Background: an optimization exercise with open tools, aiming at small area, a short achievable clock period and few clock cycles. Do not read the settings as production practice. The RTL was checked by simulation tests, not by an equivalence proof against the original design. Power figures rest on the tool's default switching activity, not on a simulated workload.

==> design/flow/design.v <==
module TPU(
    clk,
    rst_n,
    in_valid,
    K,
    M,
    N,
    busy,
    A_wr_en,
    A_index,
    A_data_in,
    A_data_out,
    B_wr_en,
    B_index,
    B_data_in,
    B_data_out,
    C_wr_en,
    C_index,
    C_data_in,
    C_data_out
);
input clk;
input rst_n;
input            in_valid;
input [7:0]      K;
input [7:0]      M;
input [7:0]      N;
output  reg      busy;
output           A_wr_en;
output [15:0]    A_index;
output [31:0]    A_data_in;
input  [31:0]    A_data_out;
output           B_wr_en;
output [15:0]    B_index;
output [31:0]    B_data_in;
input  [31:0]    B_data_out;
output           C_wr_en;
output [15:0]    C_index;
output [127:0]   C_data_in;
input  [127:0]   C_data_out;
reg  [7:0] k_end;        
reg  [2:0] pad1;         
reg        k_one;        
reg  [5:0] mt_last;      
reg        mt_zero;      
reg  [3:0] last_rows;    
reg  [3:0] top_row;      
wire [7:0] m_dec      = M - 8'd1;
wire [7:0] n_dec      = N - 8'd1;
wire [7:0] k_dec      = K - 8'd1;
wire [5:0] mt_last_in = m_dec[7:2];                      
wire [5:0] nt_last_in = n_dec[7:2];                      
wire       m_one_tile = (M[7:3] == 5'd0) & ~(M[2] & |M[1:0]);    
wire       n_one_tile = (N[7:3] == 5'd0) & ~(N[2] & |N[1:0]);    
wire       k_small    = (K[7:2] == 6'd0);                
wire [7:0] k_end_in   = k_small ? 8'd3 : k_dec;
always @(posedge clk) begin
    if (in_valid) begin
        k_end     <= k_end_in;
        pad1      <= k_small ? 3'd5 - {1'b0, K[1:0]} : 3'd1;
        k_one     <= (K == 8'd1);
        mt_last   <= mt_last_in;
        mt_zero   <= m_one_tile;
        case (M[1:0])
            2'd1:    begin last_rows <= 4'b0001; top_row <= 4'b0001; end
            2'd2:    begin last_rows <= 4'b0011; top_row <= 4'b0010; end
            2'd3:    begin last_rows <= 4'b0111; top_row <= 4'b0100; end
            default: begin last_rows <= 4'b1111; top_row <= 4'b1000; end
        endcase
    end
end
reg        issuing;
reg  [7:0] kd;           
reg  [5:0] id, jd;       
reg        f_te;         
reg        f_k0;         
reg        f_kv;         
reg        f_kl;         
reg        f_ie;         
reg        f_je;         
reg [13:0] a_addr, b_addr, b_base;
always @(posedge clk or negedge rst_n) begin
    if (!rst_n)                          issuing <= 1'b0;
    else if (in_valid)                   issuing <= 1'b1;
    else if (f_te & f_ie & f_je)         issuing <= 1'b0;
end
always @(posedge clk) begin
    if (in_valid) begin
        kd     <= k_end_in;
        id     <= mt_last_in;
        jd     <= nt_last_in;
        f_te   <= 1'b0;
        f_k0   <= 1'b1;
        f_kv   <= 1'b1;
        f_kl   <= (K == 8'd1);
        f_ie   <= m_one_tile;
        f_je   <= n_one_tile;
        a_addr <= 14'd0;
        b_addr <= 14'd0;
        b_base <= 14'd0;
    end else if (issuing) begin
        f_k0 <= f_te;
        if (f_te) begin
            kd   <= k_end;
            f_te <= 1'b0;
            f_kv <= 1'b1;
            f_kl <= k_one;
            if (f_ie) begin
                id     <= mt_last;
                f_ie   <= mt_zero;
                jd     <= jd - 6'd1;
                f_je   <= (jd == 6'd1);
                a_addr <= 14'd0;
                b_base <= b_addr + {13'd0, f_kv};
                b_addr <= b_addr + {13'd0, f_kv};
            end else begin
                id     <= id - 6'd1;
                f_ie   <= (id == 6'd1);
                a_addr <= a_addr + {13'd0, f_kv};
                b_addr <= b_base;
            end
        end else begin
            kd   <= kd - 8'd1;
            f_te <= (kd == 8'd1);
            f_kv <= (kd >= {5'd0, pad1});
            f_kl <= (kd == {5'd0, pad1});
            if (f_kv) begin
                a_addr <= a_addr + 14'd1;
                b_addr <= b_addr + 14'd1;
            end
        end
    end
end
assign A_wr_en   = 1'b0;
assign A_data_in = 32'd0;
assign B_wr_en   = 1'b0;
assign B_data_in = 32'd0;
assign A_index   = {2'd0, a_addr};
assign B_index   = {2'd0, b_addr};
wire       iss_v   = issuing & f_kv;
wire       iss_clr = issuing & f_k0;
wire       iss_wr  = iss_v & f_kl;
wire [3:0] wmask   = f_ie ? last_rows : 4'hF;
wire [3:0] fmask   = (f_ie & f_je) ? top_row : 4'h0;
reg  [31:0] a_q, b_q;
always @(posedge clk) begin
    a_q <= A_data_out & {32{iss_v}};
    b_q <= B_data_out;
end
reg  [31:0] b_d [1:3];
reg  [7:0]  a1_d1, a2_d1, a2_d2, a3_d1, a3_d2, a3_d3;
always @(posedge clk) begin
    b_d[1] <= b_q;
    b_d[2] <= b_d[1];
    b_d[3] <= b_d[2];
    a1_d1  <= a_q[23:16];
    a2_d1  <= a_q[15:8];
    a2_d2  <= a2_d1;
    a3_d1  <= a_q[7:0];
    a3_d2  <= a3_d1;
    a3_d3  <= a3_d2;
end
wire [9:0]  a3_row [0:3];
reg  [9:0]  tq [0:3];
reg  [9:0]  t1_d1, t2_d1, t2_d2, t3_d1, t3_d2, t3_d3;
genvar l;
generate
    for (l = 0; l < 4; l = l + 1) begin : triple
        wire [7:0] lane = A_data_out[31-8*l -: 8];
        always @(posedge clk) tq[l] <= ({2'b00, lane} + {1'b0, lane, 1'b0}) & {10{iss_v}};
    end
endgenerate
always @(posedge clk) begin
    t1_d1 <= tq[1];
    t2_d1 <= tq[2];
    t2_d2 <= t2_d1;
    t3_d1 <= tq[3];
    t3_d2 <= t3_d1;
    t3_d3 <= t3_d2;
end
assign a3_row[0] = tq[0];
assign a3_row[1] = t1_d1;
assign a3_row[2] = t2_d2;
assign a3_row[3] = t3_d3;
wire [7:0]  a_row [0:3];
wire [31:0] b_row [0:3];
assign a_row[0] = a_q[31:24];
assign a_row[1] = a1_d1;
assign a_row[2] = a2_d2;
assign a_row[3] = a3_d3;
assign b_row[0] = b_q;
assign b_row[1] = b_d[1];
assign b_row[2] = b_d[2];
assign b_row[3] = b_d[3];
reg        clr_d [0:3][0:2];
reg        clr_c [0:3];
reg  [4:0] wr_d [0:3];
reg  [4:0] fin_d [0:3];
wire [3:0] wr_row, fin_row;
always @(posedge clk) begin
    clr_d[1][0] <= iss_clr;
    clr_d[2][0] <= iss_clr;
    clr_d[2][1] <= clr_d[2][0];
    clr_d[3][0] <= iss_clr;
    clr_d[3][1] <= clr_d[3][0];
    clr_d[3][2] <= clr_d[3][1];
    clr_c[0]    <= iss_clr;
    clr_c[1]    <= clr_d[1][0];
    clr_c[2]    <= clr_d[2][1];
    clr_c[3]    <= clr_d[3][2];
end
genvar r, c;
generate
    for (r = 0; r < 4; r = r + 1) begin : flag
        always @(posedge clk or negedge rst_n) begin
            if (!rst_n) begin
                wr_d[r]  <= 5'd0;
                fin_d[r] <= 5'd0;
            end else begin
                wr_d[r]  <= {wr_d[r][3:0], iss_wr & wmask[r]};
                fin_d[r] <= {fin_d[r][3:0], iss_wr & fmask[r]};
            end
        end
        assign wr_row[r]  = wr_d[r][r+1];
        assign fin_row[r] = fin_d[r][r+1];
    end
endgenerate
wire [23:0] acc_x [0:3][0:3];
wire [23:0] acc_y [0:3][0:3];
generate
    for (r = 0; r < 4; r = r + 1) begin : row
        for (c = 0; c < 4; c = c + 1) begin : pe
            TPU_mac mac (
                .clk (clk),
                .clr (clr_c[r]),
                .a   (a_row[r]),
                .b   (b_row[r][31-8*c -: 8]),
                .a3  (a3_row[r]),
                .x   (acc_x[r][c]),
                .y   (acc_y[r][c])
            );
        end
    end
endgenerate
reg [23:0] out_q [0:3];
reg [3:0]  sel;
always @(posedge clk) sel <= {wr_d[3][3], wr_d[2][2], wr_d[1][1], wr_d[0][0]};
reg        wr_q, fin_q;
reg [13:0] c_addr;
generate
    for (c = 0; c < 4; c = c + 1) begin : cout
        wire [23:0] sx = ({24{sel[0]}} & acc_x[0][c]) | ({24{sel[1]}} & acc_x[1][c])
                       | ({24{sel[2]}} & acc_x[2][c]) | ({24{sel[3]}} & acc_x[3][c]);
        wire [23:0] sy = ({24{sel[0]}} & acc_y[0][c]) | ({24{sel[1]}} & acc_y[1][c])
                       | ({24{sel[2]}} & acc_y[2][c]) | ({24{sel[3]}} & acc_y[3][c]);
        always @(posedge clk) out_q[c] <= sx + sy;
        assign C_data_in[127-32*c -: 32] = {8'd0, out_q[c]};
    end
endgenerate
always @(posedge clk or negedge rst_n) begin
    if (!rst_n) begin
        wr_q  <= 1'b0;
        fin_q <= 1'b0;
    end else begin
        wr_q  <= |wr_row;
        fin_q <= |fin_row;
    end
end
always @(posedge clk or negedge rst_n) begin
    if (!rst_n)         c_addr <= 14'd0;
    else if (in_valid)  c_addr <= 14'd0;
    else if (wr_q)      c_addr <= c_addr + 14'd1;
end
assign C_wr_en = wr_q;
assign C_index = {2'd0, c_addr};
always @(posedge clk or negedge rst_n) begin
    if (!rst_n)          busy <= 1'b0;
    else if (in_valid)   busy <= 1'b1;
    else if (fin_q)      busy <= 1'b0;
end
endmodule
module TPU_mac (
    input             clk,
    input             clr,
    input      [7:0]  a,
    input      [7:0]  b,
    input      [9:0]  a3,    
    output     [23:0] x,
    output     [23:0] y
);
reg  [23:0] xr;
reg  [10:0] yr;
wire [23:0] xc = xr & {24{~clr}};
wire [23:0] yfull;
assign yfull[0] = 1'b0;
assign yfull[1] = 1'b0;
assign yfull[2] = yr[0];
assign yfull[3] = 1'b0;
assign yfull[4] = yr[1];
assign yfull[5] = 1'b0;
assign yfull[6] = yr[2];
assign yfull[7] = 1'b0;
assign yfull[8] = yr[3];
assign yfull[9] = 1'b0;
assign yfull[10] = yr[4];
assign yfull[11] = 1'b0;
assign yfull[12] = yr[5];
assign yfull[13] = 1'b0;
assign yfull[14] = yr[6];
assign yfull[15] = 1'b0;
assign yfull[16] = yr[7];
assign yfull[17] = 1'b0;
assign yfull[18] = yr[8];
assign yfull[19] = 1'b0;
assign yfull[20] = yr[9];
assign yfull[21] = 1'b0;
assign yfull[22] = yr[10];
assign yfull[23] = 1'b0;
wire [23:0] yc = yfull & {24{~clr}};
wire [9:0] m1 = {2'b00, a};
wire [9:0] m2 = {1'b0, a, 1'b0};
wire s0_1 = ~b[1] &  b[0];
wire s0_2 =  b[1] & ~b[0];
wire s0_3 =  b[1] &  b[0];
wire q0_0 = (s0_1 & m1[0]) | (s0_2 & m2[0]) | (s0_3 & a3[0]);
wire q0_1 = (s0_1 & m1[1]) | (s0_2 & m2[1]) | (s0_3 & a3[1]);
wire q0_2 = (s0_1 & m1[2]) | (s0_2 & m2[2]) | (s0_3 & a3[2]);
wire q0_3 = (s0_1 & m1[3]) | (s0_2 & m2[3]) | (s0_3 & a3[3]);
wire q0_4 = (s0_1 & m1[4]) | (s0_2 & m2[4]) | (s0_3 & a3[4]);
wire q0_5 = (s0_1 & m1[5]) | (s0_2 & m2[5]) | (s0_3 & a3[5]);
wire q0_6 = (s0_1 & m1[6]) | (s0_2 & m2[6]) | (s0_3 & a3[6]);
wire q0_7 = (s0_1 & m1[7]) | (s0_2 & m2[7]) | (s0_3 & a3[7]);
wire q0_8 = (s0_1 & m1[8]) | (s0_2 & m2[8]) | (s0_3 & a3[8]);
wire q0_9 = (s0_1 & m1[9]) | (s0_2 & m2[9]) | (s0_3 & a3[9]);
wire s1_1 = ~b[3] &  b[2];
wire s1_2 =  b[3] & ~b[2];
wire s1_3 =  b[3] &  b[2];
wire q1_0 = (s1_1 & m1[0]) | (s1_2 & m2[0]) | (s1_3 & a3[0]);
wire q1_1 = (s1_1 & m1[1]) | (s1_2 & m2[1]) | (s1_3 & a3[1]);
wire q1_2 = (s1_1 & m1[2]) | (s1_2 & m2[2]) | (s1_3 & a3[2]);
wire q1_3 = (s1_1 & m1[3]) | (s1_2 & m2[3]) | (s1_3 & a3[3]);
wire q1_4 = (s1_1 & m1[4]) | (s1_2 & m2[4]) | (s1_3 & a3[4]);
wire q1_5 = (s1_1 & m1[5]) | (s1_2 & m2[5]) | (s1_3 & a3[5]);
wire q1_6 = (s1_1 & m1[6]) | (s1_2 & m2[6]) | (s1_3 & a3[6]);
wire q1_7 = (s1_1 & m1[7]) | (s1_2 & m2[7]) | (s1_3 & a3[7]);
wire q1_8 = (s1_1 & m1[8]) | (s1_2 & m2[8]) | (s1_3 & a3[8]);
wire q1_9 = (s1_1 & m1[9]) | (s1_2 & m2[9]) | (s1_3 & a3[9]);
wire s2_1 = ~b[5] &  b[4];
wire s2_2 =  b[5] & ~b[4];
wire s2_3 =  b[5] &  b[4];
wire q2_0 = (s2_1 & m1[0]) | (s2_2 & m2[0]) | (s2_3 & a3[0]);
wire q2_1 = (s2_1 & m1[1]) | (s2_2 & m2[1]) | (s2_3 & a3[1]);
wire q2_2 = (s2_1 & m1[2]) | (s2_2 & m2[2]) | (s2_3 & a3[2]);
wire q2_3 = (s2_1 & m1[3]) | (s2_2 & m2[3]) | (s2_3 & a3[3]);
wire q2_4 = (s2_1 & m1[4]) | (s2_2 & m2[4]) | (s2_3 & a3[4]);
wire q2_5 = (s2_1 & m1[5]) | (s2_2 & m2[5]) | (s2_3 & a3[5]);
wire q2_6 = (s2_1 & m1[6]) | (s2_2 & m2[6]) | (s2_3 & a3[6]);
wire q2_7 = (s2_1 & m1[7]) | (s2_2 & m2[7]) | (s2_3 & a3[7]);
wire q2_8 = (s2_1 & m1[8]) | (s2_2 & m2[8]) | (s2_3 & a3[8]);
wire q2_9 = (s2_1 & m1[9]) | (s2_2 & m2[9]) | (s2_3 & a3[9]);
wire s3_1 = ~b[7] &  b[6];
wire s3_2 =  b[7] & ~b[6];
wire s3_3 =  b[7] &  b[6];
wire q3_0 = (s3_1 & m1[0]) | (s3_2 & m2[0]) | (s3_3 & a3[0]);
wire q3_1 = (s3_1 & m1[1]) | (s3_2 & m2[1]) | (s3_3 & a3[1]);
wire q3_2 = (s3_1 & m1[2]) | (s3_2 & m2[2]) | (s3_3 & a3[2]);
wire q3_3 = (s3_1 & m1[3]) | (s3_2 & m2[3]) | (s3_3 & a3[3]);
wire q3_4 = (s3_1 & m1[4]) | (s3_2 & m2[4]) | (s3_3 & a3[4]);
wire q3_5 = (s3_1 & m1[5]) | (s3_2 & m2[5]) | (s3_3 & a3[5]);
wire q3_6 = (s3_1 & m1[6]) | (s3_2 & m2[6]) | (s3_3 & a3[6]);
wire q3_7 = (s3_1 & m1[7]) | (s3_2 & m2[7]) | (s3_3 & a3[7]);
wire q3_8 = (s3_1 & m1[8]) | (s3_2 & m2[8]) | (s3_3 & a3[8]);
wire q3_9 = (s3_1 & m1[9]) | (s3_2 & m2[9]) | (s3_3 & a3[9]);
wire t1 = xc[2] ^ yc[2];
wire t2 = xc[2] & yc[2];
wire t3 = xc[3] ^ q0_3 ^ q1_1;
wire t4 = (xc[3] & q0_3) | (xc[3] & q1_1) | (q0_3 & q1_1);
wire t5 = xc[4] ^ yc[4] ^ q0_4;
wire t6 = (xc[4] & yc[4]) | (xc[4] & q0_4) | (yc[4] & q0_4);
wire t7 = q1_2 ^ q2_0;
wire t8 = q1_2 & q2_0;
wire t9 = xc[5] ^ q0_5 ^ q1_3;
wire t10 = (xc[5] & q0_5) | (xc[5] & q1_3) | (q0_5 & q1_3);
wire t11 = q2_1 ^ t8 ^ t6;
wire t12 = (q2_1 & t8) | (q2_1 & t6) | (t8 & t6);
wire t13 = xc[6] ^ yc[6] ^ q0_6;
wire t14 = (xc[6] & yc[6]) | (xc[6] & q0_6) | (yc[6] & q0_6);
wire t15 = q1_4 ^ q2_2 ^ q3_0;
wire t16 = (q1_4 & q2_2) | (q1_4 & q3_0) | (q2_2 & q3_0);
wire t17 = t10 ^ t13;
wire t18 = t10 & t13;
wire t19 = xc[7] ^ q0_7 ^ q1_5;
wire t20 = (xc[7] & q0_7) | (xc[7] & q1_5) | (q0_7 & q1_5);
wire t21 = q2_3 ^ q3_1 ^ t14;
wire t22 = (q2_3 & q3_1) | (q2_3 & t14) | (q3_1 & t14);
wire t23 = t16 ^ t19 ^ t18;
wire t24 = (t16 & t19) | (t16 & t18) | (t19 & t18);
wire t25 = xc[8] ^ yc[8] ^ q0_8;
wire t26 = (xc[8] & yc[8]) | (xc[8] & q0_8) | (yc[8] & q0_8);
wire t27 = q1_6 ^ q2_4 ^ q3_2;
wire t28 = (q1_6 & q2_4) | (q1_6 & q3_2) | (q2_4 & q3_2);
wire t29 = t20 ^ t25 ^ t27;
wire t30 = (t20 & t25) | (t20 & t27) | (t25 & t27);
wire t31 = xc[9] ^ q0_9 ^ q1_7;
wire t32 = (xc[9] & q0_9) | (xc[9] & q1_7) | (q0_9 & q1_7);
wire t33 = q2_5 ^ q3_3 ^ t26;
wire t34 = (q2_5 & q3_3) | (q2_5 & t26) | (q3_3 & t26);
wire t35 = t28 ^ t31 ^ t30;
wire t36 = (t28 & t31) | (t28 & t30) | (t31 & t30);
wire t37 = xc[10] ^ yc[10] ^ q1_8;
wire t38 = (xc[10] & yc[10]) | (xc[10] & q1_8) | (yc[10] & q1_8);
wire t39 = q2_6 ^ q3_4 ^ t32;
wire t40 = (q2_6 & q3_4) | (q2_6 & t32) | (q3_4 & t32);
wire t41 = t37 ^ t34;
wire t42 = t37 & t34;
wire t43 = xc[11] ^ q1_9 ^ q2_7;
wire t44 = (xc[11] & q1_9) | (xc[11] & q2_7) | (q1_9 & q2_7);
wire t45 = q3_5 ^ t38 ^ t43;
wire t46 = (q3_5 & t38) | (q3_5 & t43) | (t38 & t43);
wire t47 = t40 ^ t45;
wire t48 = t40 & t45;
wire t49 = xc[12] ^ yc[12] ^ q2_8;
wire t50 = (xc[12] & yc[12]) | (xc[12] & q2_8) | (yc[12] & q2_8);
wire t51 = q3_6 ^ t44 ^ t49;
wire t52 = (q3_6 & t44) | (q3_6 & t49) | (t44 & t49);
wire t53 = xc[13] ^ q2_9 ^ q3_7;
wire t54 = (xc[13] & q2_9) | (xc[13] & q3_7) | (q2_9 & q3_7);
wire t55 = t50 ^ t53;
wire t56 = t50 & t53;
wire t57 = xc[14] ^ yc[14] ^ q3_8;
wire t58 = (xc[14] & yc[14]) | (xc[14] & q3_8) | (yc[14] & q3_8);
wire t59 = xc[15] ^ q3_9;
wire t60 = xc[15] & q3_9;
wire [2:0] ch0 = {1'b0, xc[1], xc[0]} + {1'b0, q0_1, q0_0};
wire [2:0] ch2 = {1'b0, t2, q0_2} + {1'b0, t3, q1_0} + {2'd0, t1};
wire [2:0] ch4 = {1'b0, t9, t7} + {1'b0, t11, t4} + {2'd0, t5};
wire [2:0] ch6 = {1'b0, t21, t15} + {1'b0, t23, t17} + {2'd0, t12};
wire [2:0] ch8 = {1'b0, t33, t22} + {1'b0, t35, t29} + {2'd0, t24};
wire [2:0] ch10 = {1'b0, t42, t39} + {1'b0, t47, t41} + {2'd0, t36};
wire [2:0] ch12 = {1'b0, t55, t46} + {1'b0, t52, t51} + {2'd0, t48};
wire [2:0] ch14 = {1'b0, t59, t54} + {1'b0, t58, t57} + {2'd0, t56};
wire [2:0] ch16 = {1'b0, xc[17], xc[16]} + {1'b0, 1'b0, yc[16]} + {2'd0, t60};
wire [2:0] ch18 = {1'b0, xc[19], xc[18]} + {1'b0, 1'b0, yc[18]};
wire [2:0] ch20 = {1'b0, xc[21], xc[20]} + {1'b0, 1'b0, yc[20]};
wire [2:0] ch22 = {1'b0, xc[23], xc[22]} + {1'b0, 1'b0, yc[22]};
always @(posedge clk) begin
    xr <= {ch22[1], ch22[0], ch20[1], ch20[0], ch18[1], ch18[0], ch16[1], ch16[0], ch14[1], ch14[0], ch12[1], ch12[0], ch10[1], ch10[0], ch8[1], ch8[0], ch6[1], ch6[0], ch4[1], ch4[0], ch2[1], ch2[0], ch0[1], ch0[0]};
    yr <= {ch20[2], ch18[2], ch16[2], ch14[2], ch12[2], ch10[2], ch8[2], ch6[2], ch4[2], ch2[2], ch0[2]};
end
assign x = xr;
assign y = yfull;
endmodule
==> design/flow/run.sh <==
#!/bin/bash
# synth_recipe.tcl (not shown) runs the flow's synth.tcl, then flattens the netlist and writes it again
# the make line also repeats each setting of config.mk as NAME=value (left out here)
make -C /OpenROAD-flow-scripts/flow DESIGN_CONFIG=/design/flow/config.mk WORK_HOME=/design/flow/orfs CLKGATE_MAP_FILE= SYNTH_SCRIPT=/design/flow/synth_recipe.tcl finish
==> design/flow/config.mk <==
export PLATFORM = sky130hd
export DESIGN_NAME = TPU
export DESIGN_NICKNAME = TPU
export VERILOG_FILES = /design/flow/design.v
export SDC_FILE = /design/flow/constraint.sdc
export NUM_CORES = 4
export LEC_CHECK = 0
export ABC_AREA = 1
export CAP_MARGIN = 20
export CORE_MARGIN = 2
export CORE_UTILIZATION = 40
export SETUP_SLACK_MARGIN = 4.5
export SLEW_MARGIN = 20
==> design/flow/constraint.sdc <==
create_clock -name core_clock -period 8.0 [get_ports {clk}]
set_input_delay 1.6000 -clock core_clock [delete_from_list [all_inputs] [get_ports {clk}]]
set_output_delay 1.6000 -clock core_clock [all_outputs]
set_load 0.01 [all_outputs]
==> summary.md <==
| Metric | Value |
|---|---|
| Clk buf depth | `3` |
| Max incr delay on CP | `0.53 ns` |
| Yosys warns | `16` |
| Number of synthesized register bits | `1101` |
| Tcrit/Tclk final | `43.4%` |
| Fin. Hold Viols | `0` |
| Maxcap violations | `0` |
| Main flop type after synthesis | `dfxtp_1` |
| Final TNS setup | `0 ns` |
| Number of flops mapped to enable cells by yosys | `48` |
| # IOs | `463` |
| WP data arrival | `4.14 ns` |
| Max frequency | `0.288 GHz` |
| Largest net degree at the start of global routing | `58` |
| Final WL | `230000 um` |
| Seq/Total Area, Yosys | `34.2%` |
| RSZ-0062 raised after global routing | `yes` |
| Worst-path fanout max | `33` |
| Mean Syn Cell Area | `8.32 sq um` |
| Crit-path cells | `buf_12 -> clkinv_2 -> buf_12 -> nand2_1 -> fa_1 -> fa_1 -> inv_1 -> ha_1 -> fa_1 -> fa_1` |
| Grt ovf | `0` |
| Required time of the critical path | `8.67 ns` |
| CTS root buf | `clkbuf_16` |
| Peak supply drop | `0.000246 V` |
| DP Worst Slack | `3.64 ns` |
| WP buf/inv | `4` |
| Cts-stage hold buffer count | `0` |
| All-layer global routing usage | `26.9%` |
| DP HPWL | `174000 um` |
| Total number of vias | `55.1k` |
| Fin nets | `9421` |
| Starting Density | `40.3%` |
| Logic pwr share | `32.4%` |
| Worst setup SP type | `flop` |
| Worst skew pair latency | `0.80 ns` |
| Seq pwr share | `37.0%` |
| Slew Limit Fails | `0` |
| FF+latch area | `0.0228 sq mm` |
| Async S/R FF share, synth | `4.18%` |
| Number of global-route vias before repair | `53.6k` |
| Setup violations, final | `0` |
| PortBufs | `230` |
| Skew final | `0.0394 ns` |
| Cell area after synthesis | `0.0666 sq mm` |
| Clock Power Share | `30.7%` |
| Antenna violations before repair | `9` |
| Layout cells sized above 1 | `6.68%` |
| Status | `finished clean` |
| Max-slew headroom | `20.5%` |
| Top delay family on crit path | `adder cells` |
| Critical path's slowest cell | `fa_1` |
| First-pass GRT wire length | `341000 um` |
| Fillers | `16.3k` |
| Min cycle time layout | `3.47 ns` |
| Worst Hold Slack | `0.324 ns` |
| Net Switching | `7.28 mW` |
| Via density | `5.23` |
| Clock Pin Slew Worst Setup and Hold Paths | `0.06 ns` |
| PnR worst setup slack | `4.53 ns` |
| Worst setup EP type | `flop` |
| Core area | `0.165 sq mm` |
| Library cells used by synthesis | `56` |
| Switch share | `36.2%` |
| Initial DRC Count | `5338` |
| Die Y | `412 um` |
| Critical path class | `reg2reg` |
| FP Rows | `149` |
| DR DRC count | `0` |
| Final ANT Viol Nets | `0` |
| CTS sink cnt | `1101` |
| GP Congestion | `0.986` |
| Syn Inst Count | `8000` |
| P&R area growth vs syn | `14.5%` |
| Die Width | `412 um` |
| Worst Max-Slew Pin Slew | `1.18 ns` |
| Pleak | `36.4 nW` |
| Full die area | `0.170 sq mm` |
| Cell repeated most along the worst path | `fa_1` |
| CTS buffer count | `130` |
| CTS tree | `built` |
| Multi-input gate area | `0.0363 sq mm` |
| Routed length per instance | `21.8 um` |
| P_int | `12.8 mW` |
| First drt pass iteration count | `8` |
| H-tree levels | `4` |
| Tightest Hold Check Type | `reg2reg` |
| Cell area power density | `264 mW/mm^2` |
==> cell usage after synthesis, types with 3 or more instances <==
| library cell | number | area share, % |
|---|---|---|
| ha_1 | 329 | 6.2 |
| nor2_2 | 37 | 0.35 |
| inv_2 | 7 | 0.039 |
| clkbuf_1 | 222 | 1.3 |
| dfrtp_1 | 46 | 1.7 |
| nand2_1 | 1543 | 8.7 |
| nand4_1 | 71 | 0.67 |
| a21oi_2 | 3 | 0.039 |
| nand2_4 | 4 | 0.068 |
| o22ai_1 | 322 | 3.0 |
| nand3_1 | 153 | 1.2 |
| a21o_1 | 5 | 0.056 |
| o211ai_1 | 9 | 0.10 |
| xor2_1 | 63 | 0.83 |
| a22o_1 | 8 | 0.11 |
| nor3_1 | 15 | 0.11 |
| or2_2 | 5 | 0.047 |
| dfxtp_1 | 1007 | 30 |
| a21oi_1 | 386 | 2.9 |
| a211oi_1 | 10 | 0.11 |
| nand3_2 | 5 | 0.075 |
| o21bai_1 | 5 | 0.056 |
| a31oi_1 | 19 | 0.18 |
| a221oi_1 | 36 | 0.47 |
| o21ai_0 | 198 | 1.5 |
| xnor2_1 | 27 | 0.36 |
| nand2_2 | 11 | 0.10 |
| buf_1 | 23 | 0.13 |
| nor2_1 | 802 | 4.5 |
| clkinv_1 | 18 | 0.10 |
| inv_1 | 1551 | 8.7 |
| nor2_4 | 26 | 0.44 |
| buf_2 | 11 | 0.083 |
| fa_1 | 628 | 19 |
| buf_6 | 20 | 0.34 |
| buf_4 | 105 | 1.2 |
| edfxtp_1 | 48 | 2.2 |
| o221ai_1 | 194 | 2.6 |
| nor4_1 | 4 | 0.038 |
==> metal layers <==
metal  vias up  GRT usage (%)  routed length, um
met1     26462           37.2             100000
met5         -              0                 79
li1      25513              -                  -
met4        12           9.49               9190
met2      2527           40.5              98500
met3       563           7.08              22200
==> state kept, by name, summed over array words and instances, names as in the netlist, 9 cells and up <==
signal / flops
t1_d1: 9
tq: 36
row.pe.mac.xr: 384
c_addr: 14
b_base: 14
wr_d: 14
t2_d1: 9
t3_d2: 9
b_q: 32
t3_d3: 9
row.pe.mac.yr: 176
a_q: 32
b_addr: 14
out_q: 96
b_d: 96
t2_d2: 9
fin_d: 14
t3_d1: 9
a_addr: 14
==> stage by stage <==
step	cells	total power [mW]	instance area, sq um	utilization, %
global placement	10227	13.6	70700	42.8
CTS	10513	20.1	75800	45.9
floorplan	8103	11.7	66900	-
detailed placement	10227	13.8	70700	42.8
finish	10541	20.1	76200	46.1
global route	10537	21.6	76200	46.1
==> layout make-up <==
type                            instances  area share, %
Antenna cell                            4         0.0131
Tap cell                             2189           3.59
Clock inverter                         51          0.831
Inverter                             1576           7.95
Timing Repair Buffer                  391           5.05
Sequential cell                      1101           29.9
Timing Repair inverter                  2         0.0164
Clock buffer                          184           4.96
Multi-Input combinational cell       5043           47.7
==> cells in the final DEF (no fill, tap or decap), drive strengths merged, types with 104 or more instances in the layout <==
cell type / Yosys / routed
o22ai: 322 / 322
dfxtp: 1007 / 1007
nand3: 158 / 158
inv: 1558 / 1545
o21ai: 199 / 199
buf: 160 / 162
ha: 329 / 329
clkbuf: 223 / 185
fa: 628 / 628
nor2: 865 / 865
clkdlybuf4s50: 0 / 225
nand2: 1558 / 1558
o221ai: 194 / 194
conb: 1 / 104
a21oi: 389 / 389
==> kinds of logic (layout without fill, tap and decap cells) <==
| kind of cell | after synthesis | after routing | share of synthesized area (%) |
|---|---|---|---|
| DFF | 1101 | 1101 | 34.2 |
| buffers and inverters | 1959 | 2204 | 11.9 |
| muxes | 2 | 2 | 0.0301 |
| xor gates and xnor gates | 90 | 90 | 1.18 |
| adders and majority gates | 957 | 957 | 25.1 |
| AOI/OAI and AO/OA | 1209 | 1209 | 11.3 |
| and+or+nand+nor | 2681 | 2681 | 16.3 |
| other | 1 | 108 | 0.00563 |
==> power groups by stage <==
stage,logic [mW],registers [mW],clock network (mW)
floorplan,4.45,7.22,0
global placement,6.10,7.49,0
detailed placement,6.31,7.52,0
CTS,6.45,7.41,6.29
global route,7.56,7.53,6.51
finish,6.52,7.43,6.17
==> worst reg2reg max path, delay by kind of cell, from the launching register on <==
kind          cells  cell delay [ns]
flops             1             0.42
simple gates      1             0.24
fa+ha+maj         5             2.11
buf+inv           4             0.61
==> repair_timing <==
item | 4_1_cts | 5_1_grt
gates cloned | 1 | 1
resized for setup | 77 | 72
setup endpoints to repair | 245 | 90
buffers inserted | 50 | 23
pin swaps | 0 | 0
==> worst paths after layout <==
| kind | from | end | slack, ns | cells after the start |
|---|---|---|---|---|
| max | clr_c[1] | row[1].pe[0].mac.xr[13] | 4.53 | 10 |
| min | a_q[22] | a1_d1[6] | 0.32 | 0 |
| max reg2reg | clr_c[1] | row[1].pe[0].mac.xr[13] | 4.53 | 10 |
| min reg2reg | a_q[22] | a1_d1[6] | 0.32 | 0 |
| max in group asynchronous | rst_n | wr_q | 6.77 | 1 |
| min in group asynchronous | rst_n | c_addr[4] | 0.81 | 1 |
Testbench counts, summed over its fixed seeds: cycles 122,601.

[separate check: timing with driven ports]
The flow's constraints put no driver on any port. The routed layout listed below was extracted and timed again, unchanged, in two steps.
Step 1, drivers: a clkbuf_16 drives clk and a buf_2 each remaining input, both assumed.
Step 2 times the ports against the registers' clock, not the clock port: input delays grow and output delays shrink by t, the midpoint of the rising clock arrivals with the driver on.
a / b / c = ideal / step 1 / step 2; a / b = the first two.
t (ns): 0.865
setup slack, ns: 4.526 / 4.486 / 4.252
worst setup path at the end: input to register
After both steps this run still meets setup and hold. For this run, drivers alone change the setup slack by -0.040 ns; drivers and shift together by -0.274 ns.
